Source: an optimization exercise on an open RTL-to-GDS flow (aim: small area and a short achievable clock period). Production flows keep margins and buffers that such runs may drop. Function was checked by simulation only, so behaviour that the tests miss may differ from the original. Power and IR drop assume default switching activity.

== run A ==
==> flow/design.v <==
module fpadder(input [15:0] A, input [15:0] B, input clk, input rst, output reg [15:0] C);
reg        sa1, sb1, abig1;
reg [4:0]  eb1, d1;
reg [9:0]  ma1, mb1;
always @(posedge clk) begin
	sa1   <= A[15];
	sb1   <= B[15];
	abig1 <= A[14:0] > B[14:0];
	eb1   <= B[14:10];
	d1    <= A[14:10] - B[14:10];
	ma1   <= A[9:0];
	mb1   <= B[9:0];
end
wire [9:0]  xm1 = abig1 ? ma1 : mb1;
wire [9:0]  ym1 = abig1 ? mb1 : ma1;
wire [4:0]  sh1 = abig1 ? d1 : -d1;
wire [10:0] ys = {1'b1, ym1} >> sh1[3:0];
wire [10:0] yv = sh1[4] ? 11'd0 : ys;
wire        sub1 = sa1 ^ sb1;
reg        sign2, sub2;
reg [4:0]  exp2;    
reg [9:0]  xm2;
reg [10:0] ym2;
always @(posedge clk) begin
	sign2 <= abig1 ? sa1 : sb1;
	sub2  <= sub1;
	exp2  <= eb1 + (abig1 ? d1 : 5'd0) + 5'd1;
	xm2   <= xm1;
	ym2   <= yv ^ {11{sub1}};
end
wire [12:0] s = {2'b01, xm2, 1'b1} + {sub2, ym2, sub2};
reg        sign3;
reg [4:0]  exp3;    
reg [11:0] s3;
always @(posedge clk) begin
	sign3 <= sign2;
	exp3  <= exp2;
	s3    <= s[12:1];
end
reg [3:0] k;
always @(*) begin
	casez (s3[11:1])
	11'b1??????????: k = 4'd0;
	11'b01?????????: k = 4'd1;
	11'b001????????: k = 4'd2;
	11'b0001???????: k = 4'd3;
	11'b00001??????: k = 4'd4;
	11'b000001?????: k = 4'd5;
	11'b0000001????: k = 4'd6;
	11'b00000001???: k = 4'd7;
	11'b000000001??: k = 4'd8;
	11'b0000000001?: k = 4'd9;
	11'b00000000001: k = 4'd10;
	default:         k = 4'd1;
	endcase
end
wire [12:0] w = {s3, 1'b0} << k;
wire [5:0]  en = {exp3, 1'b1} + {1'b1, ~k, 1'b1};    
wire [4:0]  e = en[5:1];
wire zero = ~sign3 && exp3 == 5'd1 && s3 == 12'h800;
always @(posedge clk)
	C <= {sign3, e[4:1], e[0] & ~zero, w[11:2]};
endmodule
export LEC_CHECK = 0
export CAP_MARGIN = 20
export CORE_MARGIN = 2
export CORE_UTILIZATION = 65
export CTS_BUF_LIST = sky130_fd_sc_hd__clkbuf_4 sky130_fd_sc_hd__clkbuf_8
export CTS_CLUSTER_DIAMETER = 80
export CTS_CLUSTER_SIZE = 50
export SETUP_SLACK_MARGIN = 2.0
export SLEW_MARGIN = 20
export TNS_END_PERCENT = 0
create_clock -name core_clock -period 4.0 [get_ports {clk}]
standard.sh (not shown) runs the stock make flow with config.mk's settings and CLKGATE_MAP_FILE= SYNTH_SCRIPT=/design/flow/synth_recipe.tcl, a recipe that flattens the netlist after the stock synthesis.
==> flow/flow/run.sh <==
#!/bin/bash
# Standard layout, with plain buffers (not delay cells) on the ports.
set -euo pipefail
export BUFFER_PORTS_ARGS="-buffer_cell sky130_fd_sc_hd__buf_2"
bash standard.sh > standard.log 2>&1
What run B does differently from run A at the input level:
==> flow/design.v <==
module fpadder(input [15:0] A, input [15:0] B, input clk, input rst, output reg [15:0] C);
wire [5:0] dbo = {1'b0, A[14:10]} - {1'b0, B[14:10]};
wire [4:0] dba = B[14:10] - A[14:10];
reg        sa1, sb1, abig1;
reg [4:0]  eb1, ad1;
reg [9:0]  ma1, mb1;
always @(posedge clk) begin
	sa1   <= A[15];
	sb1   <= B[15];
	abig1 <= ~dbo[5] & ((|dbo[4:0]) | (A[9:0] > B[9:0]));
	eb1   <= B[14:10];
	ad1   <= dbo[5] ? dba : dbo[4:0];
	ma1   <= A[9:0];
	mb1   <= B[9:0];
end
wire [9:0]  xm1 = abig1 ? ma1 : mb1;
wire [9:0]  ym1 = abig1 ? mb1 : ma1;
wire [10:0] ys = {1'b1, ym1} >> ad1[3:0];
wire [10:0] yv = ad1[4] ? 11'd0 : ys;
wire        sub1 = sa1 ^ sb1;
reg        sign2, sub2;
reg [4:0]  exp2;    
reg [9:0]  xm2;
reg [10:0] ym2;
always @(posedge clk) begin
	sign2 <= abig1 ? sa1 : sb1;
	sub2  <= sub1;
	exp2  <= eb1 + (abig1 ? ad1 : 5'd0) + 5'd1;
	xm2   <= xm1;
	ym2   <= yv ^ {11{sub1}};
end
wire [12:0] s = {2'b01, xm2, 1'b1} + {sub2, ym2, sub2};
reg        sign3;
reg [4:0]  exp3;    
reg [11:0] s3;
always @(posedge clk) begin
	sign3 <= sign2;
	exp3  <= exp2;
	s3    <= s[12:1];
end
reg [3:0] k;
always @(*) begin
	casez (s3[11:1])
	11'b1??????????: k = 4'd0;
	11'b01?????????: k = 4'd1;
	11'b001????????: k = 4'd2;
	11'b0001???????: k = 4'd3;
	11'b00001??????: k = 4'd4;
	11'b000001?????: k = 4'd5;
	11'b0000001????: k = 4'd6;
	11'b00000001???: k = 4'd7;
	11'b000000001??: k = 4'd8;
	11'b0000000001?: k = 4'd9;
	11'b00000000001: k = 4'd10;
	default:         k = 4'd1;
	endcase
end
wire [12:0] w = {s3, 1'b0} << k;
wire [5:0]  en = {exp3, 1'b1} + {1'b1, ~k, 1'b1};    
wire [4:0]  e = en[5:1];
wire zero = ~sign3 && exp3 == 5'd1 && s3 == 12'h800;
always @(posedge clk)
	C <= {sign3, e[4:1], e[0] & ~zero, w[11:2]};
endmodule
Compared with run A, routed wirelength normalized by instance count in run B increased by more than 10%. [compare] base=run A new=run B: data arrival time of the critical path lost 0.09 ns; die area grew by 5.0%; number of well-tap cells placed moved up; layout net count climbed 30; post-route non-filler standard cell count +about 5%. Lower number of cells produced by synthesis goes to run A over run B. Run B gives more non-clock buffer count than run A did. From run A to run B the numbers moved as follows: average vias per placed instance increased about 3.7%; power consumption increased 1.7%.

---

Setup of the baseline:
fpadder again, from the RTL that the note above started with.
==> module fpadder, before the edit <==
module fpadder(input [15:0] A, input [15:0] B, input clk, input rst, output reg [15:0] C);
reg        sa1, sb1, abig1;
reg [4:0]  eb1, d1;
reg [9:0]  ma1, mb1;
always @(posedge clk) begin
	sa1   <= A[15];
	sb1   <= B[15];
	abig1 <= A[14:0] > B[14:0];
	eb1   <= B[14:10];
	d1    <= A[14:10] - B[14:10];
	ma1   <= A[9:0];
	mb1   <= B[9:0];
end
wire [9:0]  xm1 = abig1 ? ma1 : mb1;
wire [9:0]  ym1 = abig1 ? mb1 : ma1;
wire [4:0]  sh1 = abig1 ? d1 : -d1;
wire [10:0] ys = {1'b1, ym1} >> sh1[3:0];
wire [10:0] yv = sh1[4] ? 11'd0 : ys;
wire        sub1 = sa1 ^ sb1;
reg        sign2, sub2;
reg [4:0]  exp2;    
reg [9:0]  xm2;
reg [10:0] ym2;
always @(posedge clk) begin
	sign2 <= abig1 ? sa1 : sb1;
	sub2  <= sub1;
	exp2  <= eb1 + (abig1 ? d1 : 5'd0) + 5'd1;
	xm2   <= xm1;
	ym2   <= yv ^ {11{sub1}};
end
wire [12:0] s = {2'b01, xm2, 1'b1} + {sub2, ym2, sub2};
reg        sign3;
reg [4:0]  exp3;    
reg [11:0] s3;
always @(posedge clk) begin
	sign3 <= sign2;
	exp3  <= exp2;
	s3    <= s[12:1];
end
reg [3:0] k;
always @(*) begin
	casez (s3[11:1])
	11'b1??????????: k = 4'd0;
	11'b01?????????: k = 4'd1;
	11'b001????????: k = 4'd2;
	11'b0001???????: k = 4'd3;
	11'b00001??????: k = 4'd4;
	11'b000001?????: k = 4'd5;
	11'b0000001????: k = 4'd6;
	11'b00000001???: k = 4'd7;
	11'b000000001??: k = 4'd8;
	11'b0000000001?: k = 4'd9;
	11'b00000000001: k = 4'd10;
	default:         k = 4'd1;
	endcase
end
wire [12:0] w = {s3, 1'b0} << k;
wire [5:0]  en = {exp3, 1'b1} + {1'b1, ~k, 1'b1};    
wire [4:0]  e = en[5:1];
wire zero = ~sign3 && exp3 == 5'd1 && s3 == 12'h800;
always @(posedge clk)
	C <= {sign3, e[4:1], e[0] & ~zero, w[11:2]};
endmodule
export LEC_CHECK = 0
export ABC_AREA = 1
export CAP_MARGIN = 20
export CORE_MARGIN = 2
export CORE_UTILIZATION = 65
export CTS_BUF_LIST = sky130_fd_sc_hd__clkbuf_4 sky130_fd_sc_hd__clkbuf_8
export CTS_CLUSTER_DIAMETER = 80
export CTS_CLUSTER_SIZE = 50
export SETUP_SLACK_MARGIN = 2.0
export SLEW_MARGIN = 20
export TNS_END_PERCENT = 0
create_clock -name core_clock -period 4.0 [get_ports {clk}]
Scripts as last shown in full above: flow/flow/run.sh
The following lists how the candidate was set up differently from the baseline:
diff --git a/flow/design.v b/flow/design.v
--- a/flow/design.v
+++ b/flow/design.v
@@ -1,12 +1,14 @@
 module fpadder(input [15:0] A, input [15:0] B, input clk, input rst, output reg [15:0] C);
+wire [5:0] dbo = {1'b0, A[14:10]} - {1'b0, B[14:10]};
+wire [4:0] dba = B[14:10] - A[14:10];
 reg        sa1, sb1, abig1;
-reg [4:0]  eb1, d1;
+reg [4:0]  eb1, ad1;
 reg [9:0]  ma1, mb1;
 always @(posedge clk) begin
 	sa1   <= A[15];
 	sb1   <= B[15];
-	abig1 <= A[14:0] > B[14:0];
+	abig1 <= ~dbo[5] & ((|dbo[4:0]) | (A[9:0] > B[9:0]));
 	eb1   <= B[14:10];
-	d1    <= A[14:10] - B[14:10];
+	ad1   <= dbo[5] ? dba : dbo[4:0];
 	ma1   <= A[9:0];
 	mb1   <= B[9:0];
@@ -14,7 +16,6 @@
 wire [9:0]  xm1 = abig1 ? ma1 : mb1;
 wire [9:0]  ym1 = abig1 ? mb1 : ma1;
-wire [4:0]  sh1 = abig1 ? d1 : -d1;
-wire [10:0] ys = {1'b1, ym1} >> sh1[3:0];
-wire [10:0] yv = sh1[4] ? 11'd0 : ys;
+wire [10:0] ys = {1'b1, ym1} >> ad1[3:0];
+wire [10:0] yv = ad1[4] ? 11'd0 : ys;
 wire        sub1 = sa1 ^ sb1;
 reg        sign2, sub2;
@@ -25,5 +26,5 @@
 	sign2 <= abig1 ? sa1 : sb1;
 	sub2  <= sub1;
-	exp2  <= eb1 + (abig1 ? d1 : 5'd0) + 5'd1;
+	exp2  <= eb1 + (abig1 ? ad1 : 5'd0) + 5'd1;
 	xm2   <= xm1;
 	ym2   <= yv ^ {11{sub1}};
## What came out
The sequential element share of the synthesized area was comparable across the baseline and the candidate.
Of the candidate and the baseline, it is the candidate that has the lower total power density per cell area.
Of the two values seen for capturing element of the worst setup path, ym2[0]$_DFF_P_ was produced by the baseline and s3[9]$_DFF_P_ by the candidate.
The candidate ends up with higher post-synthesis adder-cell area fraction than the baseline does.
Per the comparison of the candidate with the baseline, cell area after synthesis stayed essentially flat; number of cells traversed by the worst register-to-register path dropped 4.

==> port drivers added, routing unchanged <==
The results above use ideal ports. As a check the final layouts listed here were re-extracted and re-timed, cells and wires unchanged.
Step 1, drivers: a clkbuf_16 drives clk and a buf_2 each remaining input, both assumed.
Step 2 also shifts input and output timing later by t, the mid clock arrival at the registers, as if the neighbouring blocks saw the same clock.
Slacks: no drivers / after step 1 / after step 2; pairs: no drivers / after step 1.
run	shift t [ns]	setup WS [ns]	latest minus earliest clock arrival (ns)	worst data-port slew with drivers (ns)
run A	0.377	1.779 / 1.779 / 1.558	0.008 / 0.009	0.03
run B	0.379	1.861 / 1.861 / 1.503	0.014 / 0.014	0.03
the baseline	0.388	2.052 / 2.052 / 1.835	0.009 / 0.009	0.03
the candidate	0.389	1.992 / 1.992 / 1.737	0.014 / 0.014	0.03
After both steps every run listed still meets setup and hold. The setup slack of run B, which loses most, moves by 0.000 ns with the drivers and by -0.358 ns with both steps.
